This is an optimization exercise on Yosys and OpenROAD, whose aim is small area, not a production implementation. The RTL was checked by simulation tests, not by an equivalence proof against the original design. Power and IR drop assume default switching activity.

$ cat flow/design.v
package my_types;
typedef struct packed {
    reg [7:0] id;
    reg [11:0] h_total;
    reg [11:0] h_active;
    reg [11:0] h_front_porch;
    reg [11:0] h_sync;
    reg [11:0] h_back_porch;
    reg h_sync_pol;
    reg [11:0] v_active;
    reg [11:0] v_front_porch;
    reg [11:0] v_sync;
    reg [11:0] v_total_1;
    reg [11:0] v_back_porch_1;
    reg [11:0] v_pxl_offset_1;
    reg [11:0] v_total_2;
    reg [11:0] v_back_porch_2;
    reg [11:0] v_pxl_offset_2;
    reg v_sync_pol;
    reg [11:0] h_field_start;
    reg [11:0] h_field_end;
    reg [11:0] v_field1_start;
    reg [11:0] v_field1_end;
    reg [11:0] v_field2_start;
    reg [11:0] v_field2_end;
    reg [11:0] v_field3_start;
    reg [11:0] v_field3_end;
    reg [3:0] h_res_divider;
    reg [3:0] v_res_divider;
    reg [11:0] h_res_start;
    reg [3:0] h_lag_divider;
    reg [3:0] v_lag_divider;
    reg [11:0] h_lag_start;
    reg [11:0] v_lag_start;
} VideoMode;
endpackage
module tmds_encoder(
           input clk,
           input DE,
           input [7:0]D,
           input C1,
           input C0,
           output reg[9:0] q_out
       );
parameter LEGACY_DVI_CONTROL_LUT = 0;
function [3:0] N0;
    input [7:0] d;
    integer i;
    begin
        N0 = 0;
        for (i = 0; i < 8; i = i +1)
            N0 = N0 + !d[i];
    end
endfunction
function [3:0] N1;
    input [7:0] d;
    integer i;
    begin
        N1 = 0;
        for (i = 0; i < 8; i = i +1)
            N1 = N1 + d[i];
    end
endfunction
reg signed [7:0] cnt_prev;
reg signed [7:0] cnt;
reg [8:0] q_m;
always @(*) begin
    if ( (N1(D) > 4) | (N1(D) == 4) & (D[0] == 0) ) begin
        q_m[0] =           D[0];
        q_m[1] = q_m[0] ~^ D[1];
        q_m[2] = q_m[1] ~^ D[2];
        q_m[3] = q_m[2] ~^ D[3];
        q_m[4] = q_m[3] ~^ D[4];
        q_m[5] = q_m[4] ~^ D[5];
        q_m[6] = q_m[5] ~^ D[6];
        q_m[7] = q_m[6] ~^ D[7];
        q_m[8] = 1'b0;
    end else begin
        q_m[0] =          D[0];
        q_m[1] = q_m[0] ^ D[1];
        q_m[2] = q_m[1] ^ D[2];
        q_m[3] = q_m[2] ^ D[3];
        q_m[4] = q_m[3] ^ D[4];
        q_m[5] = q_m[4] ^ D[5];
        q_m[6] = q_m[5] ^ D[6];
        q_m[7] = q_m[6] ^ D[7];
        q_m[8] = 1'b1;
    end  
end
always @(posedge clk) begin
    if (DE) begin
       if ((cnt_prev == 0) | (N1(q_m[7:0]) == N0(q_m[7:0]))) begin
            q_out[9]   <= ~q_m[8];
            q_out[8]   <=  q_m[8];
            q_out[7:0] <= q_m[8] ? q_m[7:0] : ~q_m[7:0];
            if (q_m[8] == 0) begin
                cnt = cnt_prev + (N0(q_m[7:0]) - N1(q_m[7:0]));
            end else begin
                cnt = cnt_prev + (N1(q_m[7:0]) - N0(q_m[7:0]));
            end  
      end  else begin
            if ( (cnt_prev > 0 & (N1(q_m[7:0]) > N0(q_m[7:0]))) |
                    (cnt_prev < 0 & (N0(q_m[7:0]) > N1(q_m[7:0]))) ) begin
                q_out[9] <= 1;
                q_out[8] <= q_m[8];
                q_out[7:0] <= ~q_m[7:0];
                cnt = cnt_prev + 2*q_m[8] + (N0(q_m[7:0]) - N1(q_m[7:0]));
            end else begin
                q_out[9] <= 0;
                q_out[8] <= q_m[8];
                q_out[7:0] <= q_m[7:0];
                cnt = cnt_prev - {~q_m[8], 1'b0} + (N1(q_m[7:0]) - N0(q_m[7:0]));
            end 
        end  
    end else begin
        cnt = 0;
        case ({C1, C0})
            2'b00: q_out <= 10'b1101010100;
            2'b01: q_out <= 10'b0010101011;
            2'b10: q_out <= 10'b0101010100;
            2'b11: q_out <= 10'b1010101011;
        endcase
    end  
  cnt_prev <= cnt;
end
endmodule
`timescale 1 ns / 1 ns
module char_rom (
    input clock,
    input [7:0] address,
    output [7:0] q
);
reg[7:0] q_reg;
reg[7:0] q_reg_2;
assign q = q_reg_2;
always @(posedge clock) begin
    case (address)
        0000: q_reg <= 8'b00000000;
        0001: q_reg <= 8'b00000000;
        0002: q_reg <= 8'b00111100;
        0003: q_reg <= 8'b01000010;
        0004: q_reg <= 8'b01000010;
        0005: q_reg <= 8'b01000110;
        0006: q_reg <= 8'b01001010;
        0007: q_reg <= 8'b01010010;
        0008: q_reg <= 8'b01100010;
        0009: q_reg <= 8'b01000010;
        0010: q_reg <= 8'b01000010;
        0011: q_reg <= 8'b01000010;
        0012: q_reg <= 8'b00111100;
        0013: q_reg <= 8'b00000000;
        0014: q_reg <= 8'b00000000;
        0015: q_reg <= 8'b00000000;
        0016: q_reg <= 8'b00000000;
        0017: q_reg <= 8'b00000000;
        0018: q_reg <= 8'b00011000;
        0019: q_reg <= 8'b00101000;
        0020: q_reg <= 8'b00001000;
        0021: q_reg <= 8'b00001000;
        0022: q_reg <= 8'b00001000;
        0023: q_reg <= 8'b00001000;
        0024: q_reg <= 8'b00001000;
        0025: q_reg <= 8'b00001000;
        0026: q_reg <= 8'b00001000;
        0027: q_reg <= 8'b00001000;
        0028: q_reg <= 8'b00111110;
        0029: q_reg <= 8'b00000000;
        0030: q_reg <= 8'b00000000;
        0031: q_reg <= 8'b00000000;
        0032: q_reg <= 8'b00000000;
        0033: q_reg <= 8'b00000000;
        0034: q_reg <= 8'b00111100;
        0035: q_reg <= 8'b01000010;
        0036: q_reg <= 8'b00000010;
        0037: q_reg <= 8'b00000010;
        0038: q_reg <= 8'b00000010;
        0039: q_reg <= 8'b00000010;
        0040: q_reg <= 8'b00111100;
        0041: q_reg <= 8'b01000000;
        0042: q_reg <= 8'b01000000;
        0043: q_reg <= 8'b01000000;
        0044: q_reg <= 8'b01111110;
        0045: q_reg <= 8'b00000000;
        0046: q_reg <= 8'b00000000;
        0047: q_reg <= 8'b00000000;
        0048: q_reg <= 8'b00000000;
        0049: q_reg <= 8'b00000000;
        0050: q_reg <= 8'b00111100;
        0051: q_reg <= 8'b01000010;
        0052: q_reg <= 8'b00000010;
        0053: q_reg <= 8'b00000010;
        0054: q_reg <= 8'b00001100;
        0055: q_reg <= 8'b00000010;
        0056: q_reg <= 8'b00000010;
        0057: q_reg <= 8'b00000010;
        0058: q_reg <= 8'b00000010;
        0059: q_reg <= 8'b01000010;
        0060: q_reg <= 8'b00111100;
        0061: q_reg <= 8'b00000000;
        0062: q_reg <= 8'b00000000;
        0063: q_reg <= 8'b00000000;
        0064: q_reg <= 8'b00000000;
        0065: q_reg <= 8'b00000000;
        0066: q_reg <= 8'b00001000;
        0067: q_reg <= 8'b00001000;
        0068: q_reg <= 8'b00011000;
        0069: q_reg <= 8'b00011000;
        0070: q_reg <= 8'b00101000;
        0071: q_reg <= 8'b00101000;
        0072: q_reg <= 8'b01001000;
        0073: q_reg <= 8'b01001000;
        0074: q_reg <= 8'b01111110;
        0075: q_reg <= 8'b00001000;
        0076: q_reg <= 8'b00001000;
        0077: q_reg <= 8'b00000000;
        0078: q_reg <= 8'b00000000;
        0079: q_reg <= 8'b00000000;
        0080: q_reg <= 8'b00000000;
        0081: q_reg <= 8'b00000000;
        0082: q_reg <= 8'b01111110;
        0083: q_reg <= 8'b01000000;
        0084: q_reg <= 8'b01000000;
        0085: q_reg <= 8'b01000000;
        0086: q_reg <= 8'b01111100;
        0087: q_reg <= 8'b00000010;
        0088: q_reg <= 8'b00000010;
        0089: q_reg <= 8'b00000010;
        0090: q_reg <= 8'b00000010;
        0091: q_reg <= 8'b01000010;
        0092: q_reg <= 8'b00111100;
        0093: q_reg <= 8'b00000000;
        0094: q_reg <= 8'b00000000;
        0095: q_reg <= 8'b00000000;
        0096: q_reg <= 8'b00000000;
        0097: q_reg <= 8'b00000000;
        0098: q_reg <= 8'b00111100;
        0099: q_reg <= 8'b01000000;
        0100: q_reg <= 8'b01000000;
        0101: q_reg <= 8'b01000000;
        0102: q_reg <= 8'b01111100;
        0103: q_reg <= 8'b01000010;
        0104: q_reg <= 8'b01000010;
        0105: q_reg <= 8'b01000010;
        0106: q_reg <= 8'b01000010;
        0107: q_reg <= 8'b01000010;
        0108: q_reg <= 8'b00111100;
        0109: q_reg <= 8'b00000000;
        0110: q_reg <= 8'b00000000;
        0111: q_reg <= 8'b00000000;
        0112: q_reg <= 8'b00000000;
        0113: q_reg <= 8'b00000000;
        0114: q_reg <= 8'b01111110;
        0115: q_reg <= 8'b00000010;
        0116: q_reg <= 8'b00000010;
        0117: q_reg <= 8'b00000100;
        0118: q_reg <= 8'b00000100;
        0119: q_reg <= 8'b00001000;
        0120: q_reg <= 8'b00001000;
        0121: q_reg <= 8'b00010000;
        0122: q_reg <= 8'b00010000;
        0123: q_reg <= 8'b00010000;
        0124: q_reg <= 8'b00010000;
        0125: q_reg <= 8'b00000000;
        0126: q_reg <= 8'b00000000;
        0127: q_reg <= 8'b00000000;
        0128: q_reg <= 8'b00000000;
        0129: q_reg <= 8'b00000000;
        0130: q_reg <= 8'b00111100;
        0131: q_reg <= 8'b01000010;
        0132: q_reg <= 8'b01000010;
        0133: q_reg <= 8'b01000010;
        0134: q_reg <= 8'b00111100;
        0135: q_reg <= 8'b01000010;
        0136: q_reg <= 8'b01000010;
        0137: q_reg <= 8'b01000010;
        0138: q_reg <= 8'b01000010;
        0139: q_reg <= 8'b01000010;
        0140: q_reg <= 8'b00111100;
        0141: q_reg <= 8'b00000000;
        0142: q_reg <= 8'b00000000;
        0143: q_reg <= 8'b00000000;
        0144: q_reg <= 8'b00000000;
        0145: q_reg <= 8'b00000000;
        0146: q_reg <= 8'b00111100;
        0147: q_reg <= 8'b01000010;
        0148: q_reg <= 8'b01000010;
        0149: q_reg <= 8'b01000010;
        0150: q_reg <= 8'b01000010;
        0151: q_reg <= 8'b01000010;
        0152: q_reg <= 8'b00111110;
        0153: q_reg <= 8'b00000010;
        0154: q_reg <= 8'b00000010;
        0155: q_reg <= 8'b00000010;
        0156: q_reg <= 8'b00111100;
        0157: q_reg <= 8'b00000000;
        0158: q_reg <= 8'b00000000;
        0159: q_reg <= 8'b00000000;
    endcase
    q_reg_2 <= q_reg;
end
endmodule
module lagdisplay(
    input clock,
    input [3:0] addr,
    output [WIDTH-1:0] q
);
    parameter WIDTH = 512;
    reg [WIDTH-1:0] q_reg;
    reg [WIDTH-1:0] q_reg_2;
    always @(posedge clock) begin
        case (addr)
        00: q_reg <= 512'b00000000000000000000000000000000000000000000000000000000000000000000000000000000000000000000000000000000000000000000000000000000000000000000000000000000000000000000000000000000000000000000000000000000000000000000000000000000000000000000000000000000000000000000000000000000000000000000000000000000000000000000000000000000000000000000000000000000000000000000000000000000000000000000000000000000000000000000000000000000000000000000000000000000000000000000000000000000000000000000000000000000000000000000000000000000;
        01: q_reg <= 512'b00000000000000000000000000000000000000000000000000000000000000000000000000000000000000000000000000000000000000000000000000000000000000000000000000000000000000000000000000000000000000000000000000000000000000000000000000000000000000000000000000000000000000000000000000000000000000000000000000000000000000000000000000000000000000000000000000000000000000000000000000000000000000000000000000000000000000000000000000000000000000000000000000000000000000000000000000000000000000000000000000000000000000000000000000000000;
        02: q_reg <= 512'b01000000000000000000000000000000000100000000000000000000000000000000000000000000000000000000000000000000000000000000000000000000000100000000000000000000000000000000000000000000000000000000000000000000000000000001000000000000000000000000000000000000000000000000000000000000000000000000000000000000000000000000000000000000000000000000000000000000000000000000000000000000000000000000000000000000000000000000000000000000000000000000000000000000000000000000000000000000000000000000000000000000000000000000000000000000;
        03: q_reg <= 512'b01000000000000000000000000000000000000000000000000000000000000000000000000000000000000000000000000000000000000000000000000000000000100000000000000000000000000000000000000000000000000000000000000000000000000000000000000000000000000100000000000000000000000000000000000000000000000000000000000000000000000000000000000000000000000000000001000000000000000000000000000000000000000000000000000000000000000000000000000000000000000000000000000000000000000000000000000000000000000000000000000000000000000000000000000000000;
        04: q_reg <= 512'b01000000000000000000000000000000000000000000000000000000000000000000000000000000000000000000000000000000000000000000000000000000000100000000000000000000000000000000000000000000000000000000000000000000000000000000000000000000000000100000000000000000000000000000000000000000000000000000000000000000000000000000000000000000000000000000001000000000000000000000000000000000000000000000000000000000000000000000000000000000000000000000000000000000000000000000000000000000000000000000000000000000000000000000000000000000;
        05: q_reg <= 512'b01000000001110000011110000000000001100000111100000000000011010000011100000000000000111000100010000011100000111000011100001111000001110000000000000000000000000000000000000000000000000000000000000000000011010000011000001111000000001000110100000111000010001000000000000000000000000000000000000000000000000000000000000000000000000000000010000000000000000000000000000000000000000000000000000000000001110000100010000111000000111000011100000111100001110000000000000000000000000000000000000000000000000000000000000000000;
        06: q_reg <= 512'b01000000000001000100010000000000000100000100010000000000010101000100000000010000001000000100010000100000001000000100010001000100000100000001000000000000000000000000000000000000000000000000000000000000010101000001000001000100000001000101010000000100001010000001000000000000000000000000000000000000000000000000000000000000000000000000010000000000000000000000000000000000000000000000000000000000000001000100010001000100001000000000010001000100010001000001000000000000000000000000000000000000000000000000000000000000;
        07: q_reg <= 512'b01000000000001000100010000000000000100000100010000000000010101000100000000000000001000000100010000100000001000000100010001000100000100000000000000000000001111100011111000111110000000000011111000111110010101000001000001000100000010000101010000000100001010000000000000000000001111100011111000111110000000000011111000111110000000000000100000000000001111100011111000111110000000000011111000111110000001000100010001000100001000000000010001000100010001000000000000000000001111100011111000111110000000000011111000111110;
        08: q_reg <= 512'b01000000001111000100010000000000000100000100010000000000010101000011100000000000001000000100010000100000001000000111100001000100000100000000000000000000000000000000000000000000000000000000000000000000010101000001000001000100000010000101010000111100000100000000000000000000000000000000000000000000000000000000000000000000000000000000100000000000000000000000000000000000000000000000000000000000001111000100010001111000001000000011110001000100011110000000000000000000000000000000000000000000000000000000000000000000;
        09: q_reg <= 512'b01000000010001000100010000000000000100000100010000000000010101000000010000000000001000000100010000100000001000000100000001000100000100000000000000000000000000000000000000000000000000000000000000000000010101000001000001000100000100000101010001000100000100000000000000000000000000000000000000000000000000000000000000000000000000000001000000000000000000000000000000000000000000000000000000000000010001000010100001000000001000000100010001000100010000000000000000000000000000000000000000000000000000000000000000000000;
        10: q_reg <= 512'b01000000010001000100010000000000000100000100010000000000010101000000010000000000001000000100010000100000001000000100000001000100000100000000000000000000000000000000000000000000000000000000000000000000010101000001000001000100000100000101010001000100001010000000000000000000000000000000000000000000000000000000000000000000000000000001000000000000000000000000000000000000000000000000000000000000010001000010100001000000001000000100010001000100010000000000000000000000000000000000000000000000000000000000000000000000;
        11: q_reg <= 512'b01000000010001000100010000000000000100000100010000000000010101000000010000000000001000000100010000100000001000000100000001000100000100000000000000000000000000000000000000000000000000000000000000000000010101000001000001000100001000000101010001000100001010000000000000000000000000000000000000000000000000000000000000000000000000000010000000000000000000000000000000000000000000000000000000000000010001000001000001000000001000000100010001000100010000000000000000000000000000000000000000000000000000000000000000000000;
        12: q_reg <= 512'b01111110001111000011110000000000001110000100010000000000010101000111100000010000000111000011100000100000001000000011110001000100000011000001000000000000000000000000000000000000000100000000000000000000010101000011100001000100001000000101010000111100010001000001000000000000000000000000000000000000000100000000000000000000000000000010000000000000000000000000000000000000000100000000000000000000001111000001000000111100001000000011110000111100001111000001000000000000000000000000000000000000000100000000000000000000;
        13: q_reg <= 512'b00000000000000000000010000000000000000000000000000000000000000000000000000000000000000000000000000000000000000000000000000000000000000000000000000000000000000000000000000000000000000000000000000000000000000000000000000000000000000000000000000000000000000000000000000000000000000000000000000000000000000000000000000000000000000000000000000000000000000000000000000000000000000000000000000000000000000000000000000000000000000000000000000000100000000000000000000000000000000000000000000000000000000000000000000000000;
        14: q_reg <= 512'b00000000000000000000010000000000000000000000000000000000000000000000000000000000000000000000000000000000000000000000000000000000000000000000000000000000000000000000000000000000000000000000000000000000000000000000000000000000000000000000000000000000000000000000000000000000000000000000000000000000000000000000000000000000000000000000000000000000000000000000000000000000000000000000000000000000000000000000000000000000000000000000000000000100000000000000000000000000000000000000000000000000000000000000000000000000;
        15: q_reg <= 512'b00000000000000000011100000000000000000000000000000000000000000000000000000000000000000000000000000000000000000000000000000000000000000000000000000000000000000000000000000000000000000000000000000000000000000000000000000000000000000000000000000000000000000000000000000000000000000000000000000000000000000000000000000000000000000000000000000000000000000000000000000000000000000000000000000000000000000000000000000000000000000000000000000111000000000000000000000000000000000000000000000000000000000000000000000000000;
        endcase
        q_reg_2 <= q_reg;
    end
    assign q = q_reg_2;
endmodule 
module resolution(
    input clock,
    input my_types::VideoMode videoMode,
    input [3:0] addr,
    output [12'd136-1:0] q
);
    reg [12'd136-1:0] q_reg;
    always @(posedge clock) begin
        case (addr)
            00: q_reg <= 0;
            01: q_reg <= 0;
            02: q_reg <= { 96'b111111100001000000000000000000000000000000111100000100000000000000000000000100000100000000000000, (videoMode.id[3] ? 32'b00000000000010000011110000111100 : (videoMode.id[2] ? 32'b00000000011111100011110000111100 : 32'b00011000001111000011110000111100)), (videoMode.id[0] ? 8'b00010000 : 8'b00000000 ) };
            03: q_reg <= { 96'b000100000000000000000000000000000000000001000010000100000000000000000000000100000100000000000000, (videoMode.id[3] ? 32'b00000000000010000100001001000010 : (videoMode.id[2] ? 32'b00000000000000100100001001000010 : 32'b00101000010000100100001001000010)), (videoMode.id[0] ? 8'b00000000 : 8'b00000000 ) };
            04: q_reg <= { 96'b000100000000000000000000000000000000000001000000000100000000000000000000000100000100000000000000, (videoMode.id[3] ? 32'b00000000000110000100001001000010 : (videoMode.id[2] ? 32'b00000000000000100000001001000010 : 32'b00001000010000100100001001000010)), (videoMode.id[0] ? 8'b00000000 : 8'b00000000 ) };
            05: q_reg <= { 96'b000100000011000001101000001110000000000001000000000100000011100001000100001110000111100000000000, (videoMode.id[3] ? 32'b00000000000110000100001001000110 : (videoMode.id[2] ? 32'b00000000000001000000001001000110 : 32'b00001000010001100100001001000110)), (videoMode.id[0] ? 8'b00110000 : 8'b01111000 ) };
            06: q_reg <= { 96'b000100000001000001010100010001000000000000111100000100000100010001000100000100000100010000000000, (videoMode.id[3] ? 32'b00000000001010000011110001001010 : (videoMode.id[2] ? 32'b00000000000001000000001001001010 : 32'b00001000010010100011110001001010)), (videoMode.id[0] ? 8'b00010000 : 8'b01000100 ) };
            07: q_reg <= { 96'b000100000001000001010100010001000000000000000010000100000100010001000100000100000100010000000000, (videoMode.id[3] ? 32'b00000000001010000100001001010010 : (videoMode.id[2] ? 32'b00000000000010000000001001010010 : 32'b00001000010100100100001001010010)), (videoMode.id[0] ? 8'b00010000 : 8'b01000100 ) };
            08: q_reg <= { 96'b000100000001000001010100011110000000000000000010000100000111100001000100000100000100010000000000, (videoMode.id[3] ? 32'b00000000010010000100001001100010 : (videoMode.id[2] ? 32'b00000000000010000011110001100010 : 32'b00001000011000100100001001100010)), (videoMode.id[0] ? 8'b00010000 : 8'b01000100 ) };
            09: q_reg <= { 96'b000100000001000001010100010000000000000000000010000100000100000001000100000100000100010000000000, (videoMode.id[3] ? 32'b00000000010010000100001001000010 : (videoMode.id[2] ? 32'b00000000000100000100000001000010 : 32'b00001000010000100100001001000010)), (videoMode.id[0] ? 8'b00010000 : 8'b01000100 ) };
            10: q_reg <= { 96'b000100000001000001010100010000000000000000000010000100000100000001000100000100000100010000000000, (videoMode.id[3] ? 32'b00000000011111100100001001000010 : (videoMode.id[2] ? 32'b00000000000100000100000001000010 : 32'b00001000010000100100001001000010)), (videoMode.id[0] ? 8'b00010000 : 8'b01000100 ) };
            11: q_reg <= { 96'b000100000001000001010100010000000000000001000010000100000100000001000100000100000100010000000000, (videoMode.id[3] ? 32'b00000000000010000100001001000010 : (videoMode.id[2] ? 32'b00000000000100000100000001000010 : 32'b00001000010000100100001001000010)), (videoMode.id[0] ? 8'b00010000 : 8'b01000100 ) };
            12: q_reg <= { 96'b000100000011100001010100001111000000000000111100000011000011110000111000000011000100010000000000, (videoMode.id[3] ? 32'b00000000000010000011110000111100 : (videoMode.id[2] ? 32'b00000000000100000111111000111100 : 32'b00111110001111000011110000111100)), (videoMode.id[0] ? 8'b00111000 : 8'b01111000 ) };
            13: q_reg <= { 128'b0, (videoMode.id[0] ? 8'b00000000 : 8'b01000000 ) };
            14: q_reg <= { 128'b0, (videoMode.id[0] ? 8'b00000000 : 8'b01000000 ) };
            15: q_reg <= { 128'b0, (videoMode.id[0] ? 8'b00000000 : 8'b01000000 ) };
        endcase
    end
    assign q = q_reg;
endmodule 
module video_config(
    input clock,
    input reset,
    input [7:0] data_in,
    output my_types::VideoMode videoMode
);
    localparam my_types::VideoMode VIDEO_MODE_480P = {
        8'b0000_1000,  
        12'd858,    
        12'd720,    
        12'd16,     
        12'd62,     
        12'd60,     
        1'b0,       
        12'd480,    
        12'd9,      
        12'd6,      
        12'd525,    
        12'd30,     
        12'd0,      
        12'd525,    
        12'd30,     
        12'd0,      
        1'b0,       
        12'd40,     
        12'd200,    
        12'd0,      
        12'd40,     
        12'd220,    
        12'd260,    
        12'd440,    
        12'd480,    
        4'd0,       
        4'd0,       
        12'd720 - 12'd136,    
        4'd1,       
        4'd1,       
        12'd110,    
        12'd50      
    };
    localparam my_types::VideoMode VIDEO_MODE_480I = {
        8'b0000_1001,  
        12'd1716,   
        12'd1440,   
        12'd38,     
        12'd124,    
        12'd114,    
        1'b0,       
        12'd240,    
        12'd4,      
        12'd3,      
        12'd262,    
        12'd15,     
        12'd0,      
        12'd263,    
        12'd16,     
        12'd858,    
        1'b0,       
        12'd80,     
        12'd400,    
        12'd0,      
        12'd20,     
        12'd110,    
        12'd130,    
        12'd220,    
        12'd240,    
        4'd1,       
        4'd0,       
        12'd720 - 12'd136,    
        4'd2,       
        4'd0,       
        12'd110,    
        12'd25      
    };
    localparam my_types::VideoMode VIDEO_MODE_720P = {
        8'b0000_0100,   
        12'd1650,   
        12'd1280,   
        12'd110,    
        12'd40,     
        12'd220,    
        1'b1,       
        12'd720,    
        12'd5,      
        12'd5,      
        12'd750,    
        12'd20,     
        12'd0,      
        12'd750,    
        12'd20,     
        12'd0,      
        1'b1,       
        12'd80,     
        12'd400,    
        12'd0,      
        12'd60,     
        12'd330,    
        12'd390,    
        12'd660,    
        12'd720,    
        4'd1,       
        4'd1,       
        12'd640 - 12'd136,    
        4'd2,       
        4'd2,       
        12'd110,    
        12'd60      
    };
    localparam my_types::VideoMode VIDEO_MODE_1080P = {
        8'b0000_0010,  
        12'd1100,   
        12'd960,    
        12'd44,     
        12'd22,     
        12'd74,     
        1'b1,       
        12'd1080,   
        12'd4,      
        12'd5,      
        12'd1125,   
        12'd36,     
        12'd0,      
        12'd1125,   
        12'd36,     
        12'd0,      
        1'b1,       
        12'd60,     
        12'd300,    
        12'd0,      
        12'd90,     
        12'd495,    
        12'd585,    
        12'd990,    
        12'd1080,   
        4'd0,       
        4'd1,       
        12'd960 - 12'd136,    
        4'd1,       
        4'd2,       
        12'd180,     
        12'd120     
    };
    localparam my_types::VideoMode VIDEO_MODE_1080I = {
        8'b0000_0011,  
        12'd2200,   
        12'd1920,   
        12'd88,     
        12'd44,     
        12'd148,    
        1'b1,       
        12'd540,    
        12'd2,      
        12'd5,      
        12'd562,    
        12'd15,     
        12'd0,      
        12'd563,    
        12'd16,     
        12'd1100,   
        1'b1,       
        12'd120,    
        12'd600,    
        12'd0,      
        12'd45,     
        12'd247,    
        12'd292,    
        12'd495,    
        12'd540,   
        4'd1,       
        4'd0,       
        12'd960 - 12'd136,    
        4'd2,       
        4'd1,       
        12'd180,     
        12'd60     
    };
    reg [7:0] data_in_reg;
    my_types::VideoMode videoMode_reg;
    assign videoMode = videoMode_reg;
    always @(posedge clock) begin
        data_in_reg <= data_in;
        if (reset) begin
            data_in_reg <= 8'd0;
            videoMode_reg <= VIDEO_MODE_1080P;
        end else if (data_in_reg != data_in) begin
            case (data_in)
                8'b0000_0010: videoMode_reg <= VIDEO_MODE_1080P;
                8'b0000_0011: videoMode_reg <= VIDEO_MODE_1080I;
                8'b0000_0100: videoMode_reg <= VIDEO_MODE_720P;
                8'b0000_1000: videoMode_reg <= VIDEO_MODE_480P;
                8'b0000_1001: videoMode_reg <= VIDEO_MODE_480I;
            endcase
        end
    end
endmodule
module timingsgen(
    input clock,
    input reset,
    input my_types::VideoMode videoMode,
    output reg [11:0] counterX,
    output reg [11:0] counterY,
    output reg [11:0] visible_counterX,
    output reg [11:0] visible_counterY,
    output reg hsync,
    output reg vsync,
    output reg de,
    output reg state
);
    always @(posedge clock) begin
        if (reset) begin
            counterX <= 0;
            counterY <= 0;
            state <= 0;
        end else if (counterX < videoMode.h_total - 1) begin
            counterX <= counterX + 1'b1;
        end else begin
            counterX <= 0;
            if (counterY < (state ? videoMode.v_total_2 : videoMode.v_total_1) - 1) begin
                counterY <= counterY + 1'b1;
            end else begin
                counterY <= 0;
                state <= ~state;
            end
        end
    end 
    always @(posedge clock) begin
        visible_counterX <= counterX + 1'b1   - (videoMode.h_sync + videoMode.h_back_porch);
        visible_counterY <= counterY - (videoMode.v_sync + (state ? videoMode.v_back_porch_2 : videoMode.v_back_porch_1));
    end
    always @(posedge clock) begin
        if (counterX < videoMode.h_sync) begin
            hsync <= videoMode.h_sync_pol;
        end else begin
            hsync <= ~videoMode.h_sync_pol;
        end
    end
    always @(posedge clock) begin
        if (counterY <= videoMode.v_sync) begin
            if (counterY == 0 && counterX < (state ? videoMode.v_pxl_offset_2 : videoMode.v_pxl_offset_1)
             || counterY == videoMode.v_sync && counterX >= (state ? videoMode.v_pxl_offset_2 : videoMode.v_pxl_offset_1)) begin
                vsync <= ~videoMode.v_sync_pol;
            end else begin
                vsync <= videoMode.v_sync_pol;
            end
        end else begin
            vsync <= ~videoMode.v_sync_pol;
        end
    end
    always @(posedge clock) begin
        if (counterX >= videoMode.h_sync + videoMode.h_back_porch
         && counterY >= videoMode.v_sync + (state ? videoMode.v_back_porch_2 : videoMode.v_back_porch_1)
         && counterX < videoMode.h_sync + videoMode.h_back_porch + videoMode.h_active
         && counterY < videoMode.v_sync + (state ? videoMode.v_back_porch_2 : videoMode.v_back_porch_1) + videoMode.v_active)
        begin
            de <= 1'b1;
        end else begin
            de <= 0;
        end
    end
endmodule
module textgen(
    input clock,
    input reset,
    input my_types::VideoMode videoMode,
    input [11:0] counterX,
    input [11:0] visible_counterX,
    input [11:0] visible_counterY,
    input [79:0] bcdcount,
    output [12'd136-1:0] resolution_line,
    output reg [512-1:0] lagdisplay_line_out 
);
    wire [512-1:0] lagdisplay_line;
    reg trigger_write_lag;
    reg [5:0] write_lag_counter;
    reg [3:0] resolution_addr;
    reg [3:0] lagdisplay_addr;
    reg [7:0] char_addr;
    reg [7:0] char_data;
    char_rom char_rom_inst(
        .clock(clock),
        .address(char_addr),
        .q(char_data)
    );
    resolution resolution(
        .clock(clock),
        .videoMode(videoMode),
        .addr(resolution_addr),
        .q(resolution_line)
    );
    lagdisplay lagdisplay(
        .clock(clock),
        .addr(lagdisplay_addr),
        .q(lagdisplay_line)
    );
    always @(posedge clock) begin
        if (reset) begin
            trigger_write_lag <= 0;
        end else case (counterX)
            0: begin
                resolution_addr <= (visible_counterY + 1'b1) >> videoMode.v_res_divider;
                lagdisplay_addr <= (visible_counterY + 1'b1 - videoMode.v_lag_start) >> videoMode.v_lag_divider;
            end
            2: begin
                trigger_write_lag <= 1;
            end
            3: begin
                trigger_write_lag <= 0;
            end
        endcase
    end
    task idwc;
        begin
            write_lag_counter <= write_lag_counter + 1'b1;
        end
    endtask
    always @(posedge clock) begin
        if (reset) begin
            write_lag_counter <= 6'd0;
        end else if (trigger_write_lag) begin
            write_lag_counter <= 0;
        end else begin
            case (write_lag_counter)
                0: begin
                    lagdisplay_line_out <= lagdisplay_line;
                    idwc();
                end
                1: begin
                    if (bcdcount[19:0] == 20'h9_99_99) begin
                        write_lag_counter <= write_lag_counter + 6'd9;
                    end else begin
                        idwc();
                    end
                end
                2: begin
                    char_addr <= lagdisplay_addr + (bcdcount[3:0] << 4);
                    idwc();
                end
                3: begin
                    char_addr <= lagdisplay_addr + (bcdcount[7:4] << 4);
                    idwc();
                end
                4: begin
                    char_addr <= lagdisplay_addr + (bcdcount[11:8] << 4);
                    idwc();
                end
                5: begin
                    lagdisplay_line_out[319:312] <= char_data;
                    char_addr <= lagdisplay_addr + (bcdcount[15:12] << 4);
                    idwc();
                end
                6: begin
                    lagdisplay_line_out[327:320] <= char_data;
                    char_addr <= lagdisplay_addr + (bcdcount[19:16] << 4);
                    idwc();
                end
                7: begin
                    lagdisplay_line_out[343:336] <= char_data;
                    idwc();
                end
                8: begin
                    lagdisplay_line_out[351:344] <= char_data;
                    idwc();
                end
                9: begin
                    lagdisplay_line_out[360:352] <= char_data;
                    idwc();
                end
                10: begin
                    if (bcdcount[39:20] == 20'h9_99_99) begin
                        write_lag_counter <= write_lag_counter + 6'd9;
                    end else begin
                        idwc();
                    end
                end
                11: begin
                    char_addr <= lagdisplay_addr + (bcdcount[23:20] << 4);
                    idwc();
                end
                12: begin
                    char_addr <= lagdisplay_addr + (bcdcount[27:24] << 4);
                    idwc();
                end
                13: begin
                    char_addr <= lagdisplay_addr + (bcdcount[31:28] << 4);
                    idwc();
                end
                14: begin
                    lagdisplay_line_out[199:192] <= char_data;
                    char_addr <= lagdisplay_addr + (bcdcount[35:32] << 4);
                    idwc();
                end
                15: begin
                    lagdisplay_line_out[207:200] <= char_data;
                    char_addr <= lagdisplay_addr + (bcdcount[39:36] << 4);
                    idwc();
                end
                16: begin
                    lagdisplay_line_out[223:216] <= char_data;
                    idwc();
                end
                17: begin
                    lagdisplay_line_out[231:224] <= char_data;
                    idwc();
                end
                18: begin
                    lagdisplay_line_out[239:232] <= char_data;
                    idwc();
                end
                19: begin
                    if (bcdcount[59:40] == 0) begin
                        write_lag_counter <= write_lag_counter + 6'd9;
                    end else begin
                        idwc();
                    end
                end
                20: begin
                    char_addr <= lagdisplay_addr + (bcdcount[43:40] << 4);
                    idwc();
                end
                21: begin
                    char_addr <= lagdisplay_addr + (bcdcount[47:44] << 4);
                    idwc();
                end
                22: begin
                    char_addr <= lagdisplay_addr + (bcdcount[51:48] << 4);
                    idwc();
                end
                23: begin
                    lagdisplay_line_out[127:120] <= char_data;
                    char_addr <= lagdisplay_addr + (bcdcount[55:52] << 4);
                    idwc();
                end
                24: begin
                    lagdisplay_line_out[136:128] <= char_data;
                    char_addr <= lagdisplay_addr + (bcdcount[59:56] << 4);
                    idwc();
                end
                25: begin
                    lagdisplay_line_out[151:144] <= char_data;
                    idwc();
                end
                26: begin
                    lagdisplay_line_out[159:152] <= char_data;
                    idwc();
                end
                27: begin
                    lagdisplay_line_out[167:160] <= char_data;
                    idwc();
                end
                28: begin
                    if (bcdcount[79:60] == 20'h9_99_99) begin
                        write_lag_counter <= write_lag_counter + 6'd9;
                    end else begin
                        idwc();
                    end
                end
                29: begin
                    char_addr <= lagdisplay_addr + (bcdcount[63:60] << 4);
                    idwc();
                end
                30: begin
                    char_addr <= lagdisplay_addr + (bcdcount[67:64] << 4);
                    idwc();
                end
                31: begin
                    char_addr <= lagdisplay_addr + (bcdcount[71:68] << 4);
                    idwc();
                end
                32: begin
                    lagdisplay_line_out[7:0] <= char_data;
                    char_addr <= lagdisplay_addr + (bcdcount[75:72] << 4);
                    idwc();
                end
                33: begin
                    lagdisplay_line_out[15:8] <= char_data;
                    char_addr <= lagdisplay_addr + (bcdcount[79:76] << 4);
                    idwc();
                end
                34: begin
                    lagdisplay_line_out[31:24] <= char_data;
                    idwc();
                end
                35: begin
                    lagdisplay_line_out[39:32] <= char_data;
                    idwc();
                end
                36: begin
                    lagdisplay_line_out[47:40] <= char_data;
                    idwc();
                end
            endcase
        end
    end 
endmodule
module videogen(
    input clock,
    input reset,
    input my_types::VideoMode videoMode,
    input [11:0] counterX,
    input [11:0] counterY,
    input [11:0] visible_counterX,
    input [11:0] visible_counterY,
    input [12'd136-1:0] resolution_line,
    input [512-1:0] lagdisplay_line,
    input state,
    output reg starttrigger,
    output reg [23:0] data
);
    reg [5:0] frameCounter;
    reg displayFields;
    reg [2:0] metaCounter;
    always @(posedge clock) begin
        if (reset) begin
            frameCounter <= 0;
            displayFields <= 0;
            metaCounter <= 0;
            starttrigger <= 0;
        end else if (counterX == videoMode.h_sync + videoMode.h_back_porch
         && counterY == videoMode.v_sync + (state ? videoMode.v_back_porch_2 : videoMode.v_back_porch_1)) begin
            if (frameCounter < 20 - 1 + metaCounter) begin
                frameCounter <= frameCounter + 1'b1;
            end else begin
                frameCounter <= 0;
            end
            if (frameCounter == 0) begin
                starttrigger <= 1;
                displayFields <= 1;
            end else if (frameCounter > 15 - 1) begin
                displayFields <= 0;
            end
            metaCounter <= metaCounter + 1'b1;
        end else begin
            starttrigger <= 0;
        end
    end
    reg [11:0] xpos;
    reg [11:0] ypos;
    reg [11:0] resolution_hpos;
    reg [11:0] lagdisplay_hpos1  ;
    reg [11:0] lagdisplay_hpos2  ;
    reg [11:0] lagdisplay_hpos3  ;
    reg [11:0] lagdisplay_hpos4;
    reg test_area;
    reg text_area1;
    reg text_area2;
    reg text_area3;
    reg text_area4;
    reg res_area;
    reg rpos;
    reg pos1;
    reg pos2;
    reg pos3;
    reg pos4;
    always @(posedge clock) begin
        xpos <= visible_counterX;
        ypos <= visible_counterY;
        test_area <= (displayFields && 
                   (xpos >= videoMode.h_field_start && xpos < videoMode.h_field_end && 
                   ((ypos >= videoMode.v_field1_start && ypos < videoMode.v_field1_end)
                 || (ypos >= videoMode.v_field2_start && ypos < videoMode.v_field2_end)
                 || (ypos >= videoMode.v_field3_start && ypos < videoMode.v_field3_end))));
         res_area <= (ypos < (12'd16 << videoMode.v_res_divider) 
                    && (xpos >> videoMode.h_res_divider) >= videoMode.h_res_start);
         text_area1 <= (ypos >= videoMode.v_lag_start
            && ypos < videoMode.v_lag_start + (12'd16 << videoMode.v_lag_divider)
            && (xpos >> videoMode.h_lag_divider) >= videoMode.h_lag_start
            && (xpos >> videoMode.h_lag_divider) < videoMode.h_lag_start + 80);
         text_area2 <= (ypos >= videoMode.v_lag_start + (12'd16 << videoMode.v_lag_divider)
            && ypos < videoMode.v_lag_start + (12'd32 << videoMode.v_lag_divider)
            && (xpos >> videoMode.h_lag_divider) >= videoMode.h_lag_start
            && (xpos >> videoMode.h_lag_divider) < videoMode.h_lag_start + 120);
          text_area3 <= (ypos >= videoMode.v_lag_start + (12'd32 << videoMode.v_lag_divider)
            && ypos < videoMode.v_lag_start + (12'd48 << videoMode.v_lag_divider)
            && (xpos >> videoMode.h_lag_divider) >= videoMode.h_lag_start
            && (xpos >> videoMode.h_lag_divider) < videoMode.h_lag_start + 192);
           text_area4 <=  (ypos >= videoMode.v_lag_start + (12'd48 << videoMode.v_lag_divider)
            && ypos < videoMode.v_lag_start + (12'd64 << videoMode.v_lag_divider)
            && (xpos >> videoMode.h_lag_divider) >= videoMode.h_lag_start
            && (xpos >> videoMode.h_lag_divider) < videoMode.h_lag_start + 120);
     resolution_hpos <= ((12'd136 - 1) - ((visible_counterX >> videoMode.h_res_divider) - videoMode.h_res_start));
     lagdisplay_hpos1 <= ((512 - 1) - ((visible_counterX >> videoMode.h_lag_divider) - videoMode.h_lag_start));
     lagdisplay_hpos2 <= ((512 - 1) - ((visible_counterX >> videoMode.h_lag_divider) - videoMode.h_lag_start))-80;
     lagdisplay_hpos3 <= ((512 - 1) - ((visible_counterX >> videoMode.h_lag_divider) - videoMode.h_lag_start))-200;
     lagdisplay_hpos4 <= ((512 - 1) - ((visible_counterX >> videoMode.h_lag_divider) - videoMode.h_lag_start))-392;
     rpos <= (resolution_hpos < 12'd136) ? resolution_line[resolution_hpos[7:0]] : 1'b0;
     pos1 <= (lagdisplay_hpos1 < 512) ? lagdisplay_line[lagdisplay_hpos1[8:0]] : 1'b0;
     pos2 <= (lagdisplay_hpos2 < 512) ? lagdisplay_line[lagdisplay_hpos2[8:0]] : 1'b0;
     pos3 <= (lagdisplay_hpos3 < 512) ? lagdisplay_line[lagdisplay_hpos3[8:0]] : 1'b0;
     pos4 <= (lagdisplay_hpos4 < 512) ? lagdisplay_line[lagdisplay_hpos4[8:0]] : 1'b0;
    end
    always @(posedge clock) begin
        if (test_area)
        begin
            data <= 24'hFF_FF_FF;
        end else if (res_area)  begin  
            if (rpos) begin
                data <= 24'hFF_FF_FF;
            end else begin
                data <= 0;
            end
        end else if (text_area1)
        begin
            if (pos1) begin
                data <= 24'hFF_FF_FF;
            end else begin
                data <= 0;
            end
        end else if (text_area2) begin
            if (pos2) begin
                data <= 24'hFF_FF_FF;
            end else begin
                data <= 0;
            end
        end else if (text_area3) begin
            if (pos3) begin
                data <= 24'hFF_FF_FF;
            end else begin
                data <= 0;
            end
        end else if (text_area4) begin
            if (pos4) begin
                data <= 24'hFF_FF_FF;
            end else begin
                data <= 0;
            end
        end else begin
            data <= 0;
        end
    end
endmodule
module video(
    input clock,
    input reset,
    input [7:0] config_data,
    input [79:0] bcdcount,
    output [7:0] red,
    output [7:0] green,
    output [7:0] blue,
    output de,
    output hsync,
    output vsync,
    output starttrigger
);
    wire [11:0] counterX;
    wire [11:0] counterY;
    wire [11:0] visible_counterX;
    wire [11:0] visible_counterY;
    wire [12'd136-1:0] resolution_line;
    wire [512-1:0] lagdisplay_line;
    wire state;
    my_types::VideoMode videoMode;
    video_config video_config(
        .clock(clock),
        .reset(reset),
        .data_in(config_data),
        .videoMode(videoMode)
    );
    timingsgen timingsgen(
        .clock(clock),
        .reset(reset),
        .videoMode(videoMode),
        .counterX(counterX),
        .counterY(counterY),
        .visible_counterX(visible_counterX),
        .visible_counterY(visible_counterY),
        .hsync(hsync),
        .vsync(vsync),
        .de(de),
        .state(state)
    );
    textgen textgen(
        .clock(clock),
        .reset(reset),
        .videoMode(videoMode),
        .counterX(counterX),
        .visible_counterX(visible_counterX),
        .visible_counterY(visible_counterY),
        .bcdcount(bcdcount),
        .resolution_line(resolution_line),
        .lagdisplay_line_out(lagdisplay_line)
    );
    videogen videogen(
        .clock(clock),
        .reset(reset),
        .videoMode(videoMode),
        .counterX(counterX),
        .counterY(counterY),
        .visible_counterX(visible_counterX),
        .visible_counterY(visible_counterY),
        .resolution_line(resolution_line),
        .lagdisplay_line(lagdisplay_line),
        .state(state),
        .starttrigger(starttrigger),
        .data({ red, green, blue })
    );
endmodule
module lagtester_video(
    input  wire        clock,
    input  wire        reset,
    input  wire [7:0]  config_data,
    input  wire [79:0] bcdcount,
    output wire [9:0]  tmds_red,
    output wire [9:0]  tmds_green,
    output wire [9:0]  tmds_blue,
    output wire        starttrigger
);
    wire [7:0] DVI_RED;
    wire [7:0] DVI_GREEN;
    wire [7:0] DVI_BLUE;
    wire DVI_DE;
    wire DVI_HSYNC;
    wire DVI_VSYNC;
    video video(
        .clock(clock),
        .reset(reset),
        .config_data(config_data),
        .bcdcount(bcdcount),
        .red(DVI_RED),
        .green(DVI_GREEN),
        .blue(DVI_BLUE),
        .de(DVI_DE),
        .hsync(DVI_HSYNC),
        .vsync(DVI_VSYNC),
        .starttrigger(starttrigger)
    );
    reg  [7:0] rgb_r;
    reg  [7:0] rgb_g;
    reg  [7:0] rgb_b;
    reg  rgb_de;
    reg  rgb_vs;
    reg  rgb_hs;
    always @ (posedge clock) begin
        rgb_r <= DVI_RED;
        rgb_g <= DVI_GREEN;
        rgb_b <= DVI_BLUE;
        rgb_de <= DVI_DE;
        rgb_vs <= DVI_VSYNC;
        rgb_hs <= DVI_HSYNC;
    end
    tmds_encoder tmsds_encoder_i0(clock, rgb_de, rgb_r,  1'b0,     1'b0,     tmds_red);
    tmds_encoder tmsds_encoder_i1(clock, rgb_de, rgb_g,  1'b0,     1'b0,     tmds_green);
    tmds_encoder tmsds_encoder_i2(clock, rgb_de, rgb_b,  rgb_vs, rgb_hs, tmds_blue);
endmodule
$ cat flow/run.sh
#!/bin/bash
# synth_recipe.tcl (not shown) runs the flow's synth.tcl, then flattens the netlist and writes it again
# the make line also repeats each setting of config.mk as NAME=value (left out here)
make -C /OpenROAD-flow-scripts/flow DESIGN_CONFIG=/design/flow/config.mk WORK_HOME=/design/flow/orfs CLKGATE_MAP_FILE= SYNTH_SCRIPT=/design/flow/synth_recipe.tcl finish
$ cat flow/config.mk
export PLATFORM = sky130hd
export DESIGN_NAME = lagtester_video
export DESIGN_NICKNAME = lagtester_video
export VERILOG_FILES = /design/flow/design.v
export SDC_FILE = /design/flow/constraint.sdc
export NUM_CORES = 4
export LEC_CHECK = 0
export CAP_MARGIN = 20
export CORE_MARGIN = 2
export CORE_UTILIZATION = 40
export SLEW_MARGIN = 20
$ cat flow/constraint.sdc
create_clock -name core_clock -period 6.7 [get_ports {clock}]
set_input_delay 1.3400 -clock core_clock [delete_from_list [all_inputs] [get_ports {clock}]]
set_output_delay 1.3400 -clock core_clock [all_outputs]
set_load 0.01 [all_outputs]
==> Flow_metrics.wiki <==
{| class="wikitable"
! Metric !! Value
|-
| Run status || finished clean
|-
| Post_cts resized || 0
|-
| Min cycle time layout || roughly 4.6 ns
|-
| Comb pwr share || 0.270
|-
| Cell repeated most along the worst path || sky130_fd_sc_hd__a21oi_1
|-
| Number of synthesized flops with an enable pin || roughly 170
|-
| Number of core rows || between 100 and 150
|-
| DR WL/cell || ~19 um
|-
| Count of placed standard cells in the final layout, fillers left out || around 4600
|-
| Part of the Yosys area used for sequential elements || 0.359
|-
| Final hold violation count || 0
|-
| Worst clock skew || between 0.03 and 0.04 ns
|-
| Slew at the pin closest to its max-slew limit || approximately 1.1 ns
|-
| Dominant combinational cell family by area after synthesis || compound AO/OA/AOI/OAI gates
|-
| Inserted Diodes || 0
|-
| Xor and xnor fraction of the mapped netlist area || 0.0507
|-
| Starting DRT DRC Count || 2027
|-
| Arrival time reported for the critical path endpoint || 5.15 ns
|-
| Filler cells || 7526
|-
| Syn_area_per_cell || 9.09 um^2
|-
| Vias in the first global route || around 24000
|-
| Element type at the critical path end || register
|-
| Top cells by instance count after synthesis || sky130_fd_sc_hd__ha_1 (325), sky130_fd_sc_hd__dfxtp_1 (320), sky130_fd_sc_hd__nand2_1 (271)
|-
| Maximum VDD drop || between 0.2 and 0.25 mV
|-
| Total core area || between 70000 and 80000 um^2
|-
| Cell with the biggest individual delay on the critical path || sky130_fd_sc_hd__dfxtp_1
|-
| Sw Ratio || 0.334
|-
| Source of the worst hold timing path || video.timingsgen.visible_counterY[10]
|-
| Pin count of the biggest net entering global routing || between 50 and 60
|-
| CTS hold repair buffers || 0
|-
| Detail Route Antenna Nets || 0
|-
| Power density cells || about 270 nW/um^2
|-
| Most numerous cell in the Yosys netlist || sky130_fd_sc_hd__ha_1
|-
| Leakage power of the design || approximately 0.015 uW
|-
| Placed Instance Area || 33600 um^2
|-
| Most area-consuming cells after synthesis || sky130_fd_sc_hd__dfxtp_1 (20%), sky130_fd_sc_hd__edfxtp_1 (16%), sky130_fd_sc_hd__ha_1 (13%), sky130_fd_sc_hd__a21oi_1 (3.6%), sky130_fd_sc_hd__nand2_1 (3.2%)
|-
| Crit path largest cell delay || ~0.54 ns
|-
| Number of distinct standard cells referenced by the synthesized netlist || 96
|-
| Number of nets in the layout || between 3000 and 4000
|-
| Setup violators final || 0
|-
| Switching power || about 3200 uW
|-
| Adder-cell share of the synthesized area || 0.136
|-
| Yosys top cell area share || 0.202
|-
| Clock edge transition at the registers on the reported setup and hold paths || about 0.060 ns
|-
| Class of the tightest hold or removal check || reg -> reg
|-
| CTS Root Cell || sky130_fd_sc_hd__clkbuf_16
|-
| Synthesized netlist net count || 3915
|-
| Total global routing track utilization || 0.205
|-
| Post-synthesis async set-or-reset flop share || 0
|-
| Critical path peak fanout || 9
|-
| Total Die Area || between 80000 and 90000 um^2
|-
| Flop and latch count out of synthesis || around 490
|-
| Final design instance area without fill || roughly 35000 um^2
|-
| DRC violation count after routing || 0
|-
| Normalized max-slew margin || 0.281
|-
| Number of I/O pins || approximately 120
|-
| Capture instance of the worst register-to-register path || video.timingsgen.de
|-
| Share of final-layout standard cells stronger than drive strength 1 || 0.0624
|-
| Count of maximum capacitance violations || 0
|-
| Most used flip-flop cell after synthesis || sky130_fd_sc_hd__dfxtp_1
|-
| Register-to-Register Path Depth || 23
|-
| Kind of launch point of the worst setup path || register
|-
| Yosys top cell by area || sky130_fd_sc_hd__dfxtp_1
|-
| Mean number of vias per cell || between 5 and 6
|-
| Netlist area before placement || around 32000 um^2
|-
| H-tree level count || 2
|-
| Die Y || ~290 um
|-
| Maximum clock path buffer count || 3
|-
| Final Routed Wirelength || 85.1 mm
|-
| Area growth from synthesis to final layout || 11.8%
|-
| Global placement routability congestion || between 0.9 and 1
|-
| Origin of the critical flop-to-flop path || video.timingsgen.state
|-
| Insertion delay of the later-clocked pin in the worst-skew pair || 0.61 ns
|-
| Via total after detailed routing || approximately 26000
|-
| Mux cell area share after synthesis || 0.0532
|-
| Largest register FFs || 144
|-
| Internal power summed over all cells || 6450 uW
|-
| Final worst hold slack || between 0.3 and 0.4 ns
|-
| Worst Setup Path Type || reg -> reg
|-
| Power consumption || 9680 uW
|-
| Total congestion overflow || 0
|-
| Reg-to-reg setup timing slack || roughly 2.1 ns
|-
| Initial core utilization || 0.403
|-
| Hold depth || 0
|-
| Simple-Gate Fraction of Synth Area || 0.162
|-
| Total of buffers placed on input and output ports || 120
|-
| Count of mapped cells out of synthesis || approximately 3500
|-
| Die Width || approximately 290 um
|-
| Number of iterations in the first detailed-routing pass || 6
|-
| Critical path data required time || between 7 and 8 ns
|-
| # clock sinks || between 400 and 500
|-
| Warning count from the yosys run || 9
|-
| Final slew viol count || 0
|-
| TritonCTS clock tree || done
|-
| DP Cell Count || roughly 4500
|-
| Achievable Freq || 216 MHz
|-
| Power share of the clock group || 0.313
|-
| CP cell instances || mux2i_1 -> inv_1 -> ha_1 -> a21o_1 -> a21oi_1 -> xnor2_1 -> ha_1 -> a21o_1 -> a21oi_1 -> o21bai_1 -> a21oi_1 -> nor2_1 -> nand2_1 -> xnor2_1 -> ha_1 -> a21oi_1 -> nor2b_1 -> o21ai_0 -> nand2_1 -> nor3_1 -> o41a_1 -> o41ai_1 -> nor3_1
|-
| Half-perimeter wire length after detailed placement || a little over 60 mm
|-
| TritonCTS buffer count || 54
|-
| Compound-Gate Fraction of Synth Area || 0.187
|-
| RSZ-0062 raised after global routing || false
|-
| Wire length of the first global-routing pass || roughly 140 mm
|-
| Portion of the clock cycle consumed by the worst path in the final layout || 0.690
|-
| Post-CTS setup buffer count || 0
|-
| Setup Total Neg Slack || 0 ns
|-
| Seq pwr share || 0.417
|-
| Hold Path Sink || video.videogen.ypos[10]
|-
| Initial antenna violation count || 0
|}
through the flow:
step / worst slack [ns] / utilization
floorplan: 2.54 / -
global placement: 2.20 / 0.427
detailed placement: 2.14 / 0.427
CTS: 2.13 / 0.450
global route: 1.68 / 0.450
finish: 2.08 / 0.450
critical path, delay by kind of cell, from the launching register on:
family / cells / cell delay [ns]
flops: 1 / 0.54
xor+xnor: 2 / 0.35
fa+ha+maj: 3 / 0.86
mux: 1 / 0.39
simple gates: 6 / 0.65
buf+inv: 1 / 0.16
compound gates: 10 / 1.61
how the worst max path moves through the flow:
| stage | depth (start not counted) | from | slack, ns | end |
|---|---|---|---|---|
| after detailed placement | 23 | video.timingsgen.state | 2.14 | video.timingsgen.de |
| after global routing | 23 | video.timingsgen.state | 1.68 | video.timingsgen.de |
| after floorplan | 17 | video.video_config.videoMode_reg[304] | 2.54 | video.videogen.lagdisplay_hpos2[11] |
| after CTS | 23 | video.timingsgen.state | 2.13 | video.timingsgen.de |
| after global placement | 23 | video.timingsgen.state | 2.20 | video.timingsgen.de |
| final | 23 | video.timingsgen.state | 2.08 | video.timingsgen.de |
layout by cell type (no fill, tap or decap), types with 76 or more instances in the layout:
| cell | instances |
|---|---|
| sky130_fd_sc_hd__a21o_1 | 96 |
| sky130_fd_sc_hd__a21oi_1 | 226 |
| sky130_fd_sc_hd__clkdlybuf4s50_1 | 119 |
| sky130_fd_sc_hd__dfxtp_1 | 316 |
| sky130_fd_sc_hd__edfxtp_1 | 166 |
| sky130_fd_sc_hd__ha_1 | 325 |
| sky130_fd_sc_hd__inv_1 | 204 |
| sky130_fd_sc_hd__mux2i_1 | 76 |
| sky130_fd_sc_hd__nand2_1 | 271 |
| sky130_fd_sc_hd__nand3_1 | 76 |
| sky130_fd_sc_hd__nor2_1 | 255 |
| sky130_fd_sc_hd__nor2b_1 | 95 |
| sky130_fd_sc_hd__o21ai_0 | 187 |
| sky130_fd_sc_hd__xnor2_1 | 113 |
kinds of logic after synthesis:
| family | Yosys count |
|---|---|
| simple gates | 1039 |
| xor+xnor | 182 |
| mux | 140 |
| flops | 486 |
| fa+ha+maj | 338 |
| buf+inv | 406 |
| compound gates | 896 |
power by group through the flow:
stage          clock (uW)  sequential [uW]  combinational (uW)
2_1_floorplan           0             3830                2020
5_1_grt              3230             4090                2870
3_3_place_gp            0             4080                2580
3_5_place_dp            0             4090                2580
4_1_cts              3110             4030                2590
6_report             3030             4040                2610
area by class of cell:
type	instances	area [um^2]	area share
well taps	1050	1310	0.0371
clock buffers	73	1540	0.0433
inverters	210	788	0.0222
multi-input cells	2595	18700	0.528
flip-flops and latches	486	11400	0.322
clock inverters	25	282	0.00794
repair buffers	150	1420	0.0401
routing by layer:
| metal | GRT usage | routed length (um) | up-vias |
|---|---|---|---|
| met1 | 0.286 | 40000 | 12100 |
| li1 | - | - | 12600 |
| met2 | 0.333 | 38600 | 693 |
| met5 | 0 | 0 | - |
| met4 | 0.0562 | 2130 | 0 |
| met3 | 0.0261 | 4480 | 133 |

## separate check: timing with driven ports
How much do the figures lean on ideal ports? The routed layout below was timed once more, with nothing changed but the port constraints.
Step 1, drivers: a clkbuf_16 drives clock and a buf_2 each remaining input, both assumed.
Step 2 adds t to the input delays and takes it off the output delays; t is the mean of the earliest and latest rising clock arrival at the registers after step 1. Input paths then give back, and output paths get back, about the clock's delay inside the block.
Slacks: ideal ports / drivers / drivers and shift; pairs: ideal ports / drivers.
t, ns: 0.661
setup WS [ns]: 2.080 / 2.080 / 2.080
worst setup path at the end: register to register
latest minus earliest clock arrival (ns): 0.034 / 0.033
After both steps setup and hold are still met in this run. The setup slack of this run moves by 0.000 ns with the drivers and by 0.000 ns with both steps.
